This design comes from an exercise in tuning for small area on the open sky130 flow, not from production work.
RTL that was checked went through simulation tests only; none was proved equivalent to the original.
Power figures rest on the tool's default switching activity, not on a simulated workload.

// top_FIFO
module top_FIFO(Read_Data, Write_Data, Full, Empty, Half_Empty, Clock, Reset, WE, RE, EN);
For scale: roughly 1400 cells after synthesis, ~530 flip-flops, roughly 40 I/O pins.
==> flow/config.mk <==
export PLATFORM = sky130hd
export DESIGN_NAME = top_FIFO
export DESIGN_NICKNAME = top_FIFO
export VERILOG_FILES = /design/flow/design.v
export SDC_FILE = /design/flow/constraint.sdc
export NUM_CORES = 4
export LEC_CHECK = 0
export CAP_MARGIN = 20
export CORE_MARGIN = 2
export CORE_UTILIZATION = 40
export CTS_BUF_LIST = sky130_fd_sc_hd__clkbuf_8
export CTS_CLUSTER_DIAMETER = 40
export CTS_CLUSTER_SIZE = 16
export SLEW_MARGIN = 20
export SYNTH_HIERARCHICAL = 1
export SYNTH_MINIMUM_KEEP_SIZE = 0
==> flow/constraint.sdc <==
create_clock -name core_clock -period 6.0 [get_ports {Clock}]
set_input_delay 1.2000 -clock core_clock [delete_from_list [all_inputs] [get_ports {Clock}]]
set_output_delay 1.2000 -clock core_clock [all_outputs]
set_load 0.01 [all_outputs]
standard.sh (not shown) runs the stock make flow with config.mk's settings and CLKGATE_MAP_FILE= SYNTH_SCRIPT=/design/flow/synth_recipe.tcl, a recipe that flattens the netlist after the stock synthesis.
==> flow/flow/run.sh <==
#!/bin/bash
# Layout flow: the standard ORFS flow, with the port buffers and the
# clock tree built from smaller cells and no CTS dummy loads.
export BUFFER_PORTS_ARGS="-buffer_cell sky130_fd_sc_hd__buf_1"
export CTS_ARGS="-sink_clustering_enable -repair_clock_nets -sink_clustering_size 20 -sink_clustering_max_diameter 45 -buf_list sky130_fd_sc_hd__clkbuf_8 -dont_use_dummy_load"
bash standard.sh > standard.log 2>&1
The first run passed the timing, DRC and antenna checks.
Change:
--- a/flow/flow/run.sh
+++ b/flow/flow/run.sh
@@ -5 +5 @@
-export CTS_ARGS="-sink_clustering_enable -repair_clock_nets -sink_clustering_size 20 -sink_clustering_max_diameter 45 -buf_list sky130_fd_sc_hd__clkbuf_8 -dont_use_dummy_load"
+export CTS_ARGS="-sink_clustering_enable -repair_clock_nets -sink_clustering_size 12 -sink_clustering_max_diameter 25 -buf_list sky130_fd_sc_hd__clkbuf_4 -dont_use_dummy_load"
- CORE_UTILIZATION: 40 -> 60
- CTS_BUF_LIST: sky130_fd_sc_hd__clkbuf_8 -> unset
- CTS_CLUSTER_DIAMETER: 40 -> unset
- CTS_CLUSTER_SIZE: 16 -> unset
- PLACE_DENSITY: unset -> 0.75
The new run completed with no timing, DRC or antenna violations; combinational power stays flat; total power increases by 1.7%; die area decreases by 33%; worst setup slack loses 0.067 ns; fmax goes down by 1.8%.
Function was not checked in any run of this note: the RTL went through the layout flow alone.

========
Setup of the previous run:
top_FIFO, a different RTL version from the one above (not shown whole).
For scale: about 530 flip-flops, ~40 I/O pins, ~18000 µm² of cells after synthesis.
// top_FIFO
module top_FIFO(Read_Data, Write_Data, Full, Empty, Half_Empty, Clock, Reset, WE, RE, EN);
parameter M = 32;
parameter N = 16;
localparam A = $clog2(M);
output logic [N-1:0] Read_Data;
output logic Full, Empty, Half_Empty;
input [N-1:0] Write_Data;
input Clock, Reset, WE, RE, EN;
logic [A:0] Count;                
logic [N-1:0] Memory [M-1:0];     
logic [N-1:0] Next [M-1:0];
logic Write, Read, Keep, Hold;
logic [M-1:0] Sel;                
logic [N-1:0] Part_n [10:0];
logic [N-1:0] Or_Part [2:0];
logic [N-1:0] Read_Next;
assign Full = Count[A];
assign Empty = (Count == 0);
assign Half_Empty = (Count <= (M/2));
assign Write = !EN && !Reset && WE && !Full;
assign Read  = !EN && !Reset && !(WE && !Full) && RE && !Empty;
assign Keep  = !Write;
assign Hold  = EN || (!Reset && !Read);    
genvar g, b;
generate
  for (g = 0; g < M; g++)
  begin : row
    for (b = 0; b < N; b++)
    begin : col
      if (g == 0)
        fifo_hold h (.q(Memory[g][b]), .k(Keep), .qp(Write_Data[b]), .s(Write), .d(Next[g][b]));
      else
        fifo_hold h (.q(Memory[g][b]), .k(Keep), .qp(Memory[g-1][b]), .s(Write), .d(Next[g][b]));
    end
  end
endgenerate
always @(posedge Clock)
  ...
clock: 6.0 ns
lec_check: 0
cap_margin: 20
core_margin: 2
core_utilization: 40
cts_buf_list: sky130_fd_sc_hd__clkbuf_8
cts_cluster_diameter: 40
cts_cluster_size: 16
slew_margin: 20
synth_hierarchical: 1
synth_minimum_keep_size: 0
==> flow/flow/run.sh <==
#!/bin/bash
# Layout flow: the standard ORFS flow, with the port buffers and the
# clock tree built from smaller cells and no CTS dummy loads.
export BUFFER_PORTS_ARGS="-buffer_cell sky130_fd_sc_hd__buf_1"
export CTS_ARGS="-sink_clustering_enable -repair_clock_nets -sink_clustering_size 20 -sink_clustering_max_diameter 55 -buf_list sky130_fd_sc_hd__clkbuf_8 -dont_use_dummy_load"
bash standard.sh > standard.log 2>&1
Inputs modified between the previous run and the current run:
# the previous run
export LEC_CHECK = 0
export CAP_MARGIN = 20
export CORE_MARGIN = 2
export CORE_UTILIZATION = 40
export CTS_BUF_LIST = sky130_fd_sc_hd__clkbuf_8
export CTS_CLUSTER_DIAMETER = 40
export CTS_CLUSTER_SIZE = 16
export SLEW_MARGIN = 20
export SYNTH_HIERARCHICAL = 1
export SYNTH_MINIMUM_KEEP_SIZE = 0
create_clock -name core_clock -period 6.0 [get_ports {Clock}]
# the current run
export LEC_CHECK = 0
export CAP_MARGIN = 20
export CORE_MARGIN = 2
export CORE_UTILIZATION = 40
export SLEW_MARGIN = 20
export SYNTH_HIERARCHICAL = 1
export SYNTH_MINIMUM_KEEP_SIZE = 0
create_clock -name core_clock -period 6.0 [get_ports {Clock}]
==> flow/flow/run.sh <==
#!/bin/bash
# Layout flow: the standard ORFS flow (standard.sh, unchanged synthesis),
# with small port buffers, a clock tree of clkbuf_8 leaf buffers driving up to
# 18 flip-flops each, and no CTS dummy loads. make's output goes to standard.log;
# each ORFS step's own log is under orfs/logs/.
export BUFFER_PORTS_ARGS="-buffer_cell sky130_fd_sc_hd__buf_1"
export CTS_ARGS="-sink_clustering_enable -repair_clock_nets -sink_clustering_size 18 -sink_clustering_max_diameter 70 -buf_list sky130_fd_sc_hd__clkbuf_8 -dont_use_dummy_load"
bash standard.sh > standard.log 2>&1
Compared the previous run against the current run; proportion of total power due to net switching within noise.
When the current run is set beside the previous run, its share of the cycle needed by the critical path after routing turns out to be 0.20 points smaller.
Delta (the current run minus the previous run): total wire length now sits at about the same level; post-route total power ~0 delta.

==> port drivers added, routing unchanged <==
In the flow no input, the clock included, has a driving cell. The finished layouts below were timed again as built, in two steps.
Step 1 assumes that a clkbuf_16 drives the clock port and a buf_2 every other input.
Step 2 moves the port delays by t, midway between the first and last clock arrival at a register: inputs arrive t later, outputs are due t later. That takes back most of the time a late clock gives input paths.
Three values: ideal, step 1, step 2; two values: the first two.
| run | t (ns) | setup slack, ns | latest minus earliest clock arrival (ns) |
|---|---|---|---|
| the first run of note 1 | 0.674 | 2.280 / 2.233 / 1.883 | 0.080 / 0.080 |
| the second run of note 1 | 0.758 | 2.214 / 2.168 / 1.827 | 0.071 / 0.072 |
| the previous run | 0.629 | 2.559 / 2.589 / 1.959 | 0.059 / 0.059 |
| the current run | 0.623 | 2.571 / 2.597 / 1.974 | 0.035 / 0.035 |
After both steps setup and hold are still met in every run listed. For the previous run, which loses most, drivers alone change the setup slack by +0.030 ns; drivers and shift together by -0.600 ns.
